From an optimization exercise on the open Yosys and OpenROAD flow, aimed at small area; shortcuts taken in it are not production practice. At most, simulation tests tie the RTL to the original design; equivalence was not proved. The clock port is modelled as an ideal driver, which makes a skipped or thinned clock tree look cheaper than it is; a real chip needs a root buffer or a tree. Power figures rest on the tool's default switching activity, not on a simulated workload.

// qspi_fsm
module qspi_fsm #(
  parameter ADDR_W = 32 )
(
  input               clk,
  input               rst_n,
  input      [2:0]    clk_div,
  input               cs_auto,
  input               cs_level,
  input               quad_en,
  input               cpol,
  input               cpha,
  input               lsb_first,
  input               start,
  input      [15:0]   cmd_cfg,
  input      [15:0]   cmd_op,
  input      [ADDR_W-1:0] cmd_addr,
  input      [7:0]    cmd_dummy,
  input      [31:0]   cmd_len,
  output              done,
  input               tx_ren,
  input      [7:0]    tx_data_fifo,
  output              tx_empty,
  output reg          rx_wen,
  output     [7:0]    rx_data_fifo,
  input               rx_full,
  output              sclk,
  output reg          cs_n,
  output reg [3:0]    io_o,
  output     [3:0]    io_oe,
  input      [3:0]    io_i
);
clock: 5.0 ns
lec_check: 0
cap_margin: 20
core_margin: 2
core_utilization: 60
place_density: 0.7
slew_margin: 20
standard.sh (not shown) runs the stock make flow with config.mk's settings and CLKGATE_MAP_FILE= SYNTH_SCRIPT=/design/flow/synth_recipe.tcl, a recipe that flattens the netlist after the stock synthesis.
==> flow/flow/run.sh <==
#!/bin/bash
# Layout flow:
#  1. the standard synthesis (standard.sh synth), unchanged;
#  2. the combinational logic of that netlist is re-mapped for area with a few
#     ABC scripts (flow/area*.abc, each run in its own Yosys, log reabc_N.log);
#     the flip-flops are left as they are;
#  3. the 6 smallest re-mapped netlists are each laid out by the standard ORFS
#     flow (standard.sh finish in its own work folder orfs_N, log layout_N.log),
#     with two changes: the I/O port buffers are made of the smallest buffer
#     cell, and the clock tree is built by flow/cts.tcl (4 leaf buffers driven
#     by the clock port) in place of TritonCTS;
#  4. the layout with the smallest cell area that meets timing is kept
#     (moved to orfs/, choice in layout_choice.log) and written to out/final.def.
set -uo pipefail
here=$(pwd)
sub=results/$FLOW_PLATFORM/qspi_fsm/base
bash standard.sh synth > synth.log 2>&1 || exit 1
cp orfs/$sub/1_2_yosys.v $here/standard_synth.v

flops() { grep -cE '^ *sky130_fd_sc_hd__(df|edf|sdf|dl)[a-z0-9_]* ' "$1"; }
nflops=$(flops $here/standard_synth.v)
pids=()
for s in $here/flow/area*.abc; do
  n=$(basename $s .abc)
  REABC_IN=$here/standard_synth.v REABC_OUT=$here/reabc_$n.v REABC_SCRIPT=$s \
    yosys -c $here/flow/reabc.tcl > reabc_$n.log 2>&1 &
  pids+=($!)
done
for p in "${pids[@]}"; do wait $p; done

: > reabc_choice.log
echo "standard synthesis: $(grep 'Chip area' orfs/reports/$FLOW_PLATFORM/qspi_fsm/base/synth_stat.txt)" >> reabc_choice.log
cands=()
for s in $here/flow/area*.abc; do
  n=$(basename $s .abc)
  [[ -s $here/reabc_$n.v ]] || continue
  a=$(grep 'Chip area' reabc_$n.log | tail -1 | awk '{print $NF}')
  [[ -n "$a" ]] || continue
  [[ $(flops $here/reabc_$n.v) == "$nflops" ]] || continue
  echo "$n $a" >> reabc_choice.log
  cands+=("$a $n")
done
# the 6 smallest netlists, or the standard one if re-mapping failed
mapfile -t top < <(printf '%s\n' "${cands[@]}" | sort -g | head -6 | awk '{print $2}')
[[ ${#top[@]} -gt 0 ]] || top=(standard)
echo "laid out: ${top[*]}" >> reabc_choice.log

pids=()
for n in "${top[@]}"; do
  rm -rf orfs_$n
  cp -a orfs orfs_$n
  if [[ $n != standard ]]; then
    cp $here/reabc_$n.v orfs_$n/$sub/1_2_yosys.v
    rm -f orfs_$n/$sub/1_synth.odb orfs_$n/$sub/1_synth.sdc
  fi
  bash standard.sh "WORK_HOME=$here/orfs_$n" \
    "BUFFER_PORTS_ARGS=-buffer_cell sky130_fd_sc_hd__buf_1" \
    "PRE_CTS_TCL=$here/flow/cts.tcl" finish > layout_$n.log 2>&1 &
  pids+=($!)
done
for p in "${pids[@]}"; do wait $p; done

best=""; bestarea=""
: > layout_choice.log
for n in "${top[@]}"; do
  rep=orfs_$n/logs/$FLOW_PLATFORM/qspi_fsm/base/6_report.json
  [[ -f orfs_$n/$sub/6_final.odb && -f $rep ]] || { echo "$n: no layout" >> layout_choice.log; continue; }
  read -r a ws < <(python3 -c "
import json,sys
d=json.load(open('$rep'))
a=d['finish__design__instance__area']-d.get('finish__design__instance__area__class:tap_cell',0)
print(a, d['finish__timing__setup__ws'])")
  echo "$n: cell area $a, setup ws $ws" >> layout_choice.log
  awk "BEGIN{exit !($ws > 0.05)}" || continue
  if [[ -z "$best" ]] || awk "BEGIN{exit !($a < $bestarea)}"; then best=$n; bestarea=$a; fi
done
if [[ -z "$best" ]]; then
  # none met timing with margin: take the first one that finished
  for n in "${top[@]}"; do [[ -f orfs_$n/$sub/6_final.odb ]] && { best=$n; break; }; done
fi
echo "chosen: $best" >> layout_choice.log
[[ -n "$best" ]] || exit 1
rm -rf orfs
mv orfs_$best orfs
: # left out here: write the final layout as DEF
Other scripts of this flow, unchanged in this note and not shown: flow/flow/area_fast.abc, flow/flow/area_s0.abc, flow/flow/area_s0m.abc, flow/flow/area_s11.abc, flow/flow/area_s11m.abc, flow/flow/area_s21.abc, flow/flow/area_s21m.abc, flow/flow/area_s3.abc, flow/flow/area_s3m.abc, flow/flow/area_s42.abc, flow/flow/area_s42m.abc, flow/flow/area_s7.abc, flow/flow/area_s7m.abc, flow/flow/cts.tcl, flow/flow/reabc.tcl
Change:
--- a/flow/design.v
+++ b/flow/design.v
@@ -93,49 +93,49 @@
   wire dummy_last = (cnt[7:0] == 8'd0);
   wire data_last  = (cnt == 32'd1);
   reg start_d;
   wire start_pulse = start & ~start_d;
   wire in_op     = state[3] & ~state[1] & ~state[0];
   wire in_addr   = state[3] & state[1] & ~state[0];
   wire in_mode   = state[3] & state[1] & state[0];
   wire op_end    = in_op & byte_end;
   wire to_mode   = (op_end & ~has_addr | in_addr & byte_end & addr_last);
   wire to_dummy  = (to_mode & ~mode_en) | (in_mode & byte_end);
-  wire ld_addr   = state[2] & state[1] & ~state[0];    
+  wire ld_addr   = op_end & has_addr;
   wire ld_dummy  = to_dummy & has_dummy;
   wire ld_data   = ((to_dummy & ~has_dummy) | (in_dummy & sample & dummy_last)) & has_data;
   always @(*) begin
     casez (state)
       4'b00??: nstate = start_pulse ? S_CSON : S_IDLE;         
       4'b010?: nstate = state[0] ? S_IDLED : S_DONE;           
       4'b0110: nstate = S_OP;                                  
       default:                                                 
-        if (op_end & has_addr)           nstate = S_ADDR;
+        if (ld_addr)                     nstate = S_ADDR;
         else if (to_mode & mode_en)      nstate = S_MODE;
         else if (ld_dummy)               nstate = S_DUMMY;
         else if (ld_data)                nstate = S_DATA;
         else if (to_dummy | (in_dummy & sample & dummy_last) |
                  (in_data & byte_end & data_last))
                                          nstate = S_CSOFF;
         else                             nstate = state;
     endcase
   end
   always @(posedge clk or negedge rst_n) begin
     if (!rst_n) begin
       state   <= S_IDLE;
       start_d <= 1'b0;
     end else begin
       state   <= nstate;
       start_d <= start;
     end
   end
-  wire dec      = (byte_end & ~in_op) | (in_dummy & sample);
+  wire dec      = byte_end | (in_dummy & sample);
   reg         borrow;
   wire [7:0]  lo_dec = cnt[7:0] - {7'd0, dec};
   wire [23:0] hi_dec = cnt[31:8] - {23'd0, borrow};
   always @(posedge clk)
     borrow <= dec & (cnt[7:0] == 8'd0) & ~ld_data;
   wire [31:0] cnt_dec = {hi_dec, lo_dec};
   always @(posedge clk) begin
     cnt[31:8] <= ld_data ? len_eff[31:8] : cnt_dec[31:8];
     cnt[7:2]  <= ld_data ? len_eff[7:2] : ld_dummy ? td[7:2] : cnt_dec[7:2];
     cnt[1:0]  <= ld_data ? len_eff[1:0] : ld_dummy ? td[1:0] :
- The changed run finished with timing, DRC and antenna clean
- wire length stays flat
- maximum frequency barely changes
- global-route usage came out higher by 1.4 points
- die area came out lower by 0.79%
- critical path depth came out higher by 2
- power came out higher by about 14%
- flip-flop and latch count does not change
- worst setup slack loses 7.0 ps
- sequential share of layout area is about the same
- via count came out lower by about 2.5%
- worst hold slack loses 6.8 ps
- synthesized cell count came out lower by about 0.4%
- final area is about the same
- utilization came out higher by 0.37 points
No functional check of the RTL was part of the first run of this note. No run of this note takes its clock network from TritonCTS; it comes from the design's own scripts or RTL.

-- re-timing with driven ports --
Ports are ideal in the flow. The routed layouts listed here were re-timed in OpenROAD. Step 1: set_driving_cell puts a clkbuf_16 on clk and a buf_2 on each other input, an assumption about the parent block. Step 2 also shifts input and output timing later by t, the mid clock arrival at the registers, as if the neighbouring blocks saw the same clock. a / b / c = no drivers / after step 1 / after step 2; a / b = the first two.
run	shift t [ns]	setup WS [ns]	worst setup path at the end	slew at the worst register clock pin (ns)
the first run	0.195	0.415 / 0.455 / 0.260	input to register	0.11 / 0.11
the second run	0.198	0.408 / 0.459 / 0.261	input to register	0.10 / 0.10
After both steps every run listed still meets setup and hold. For the first run, which loses most, drivers alone change the setup slack by +0.040 ns; drivers and shift together by -0.155 ns.
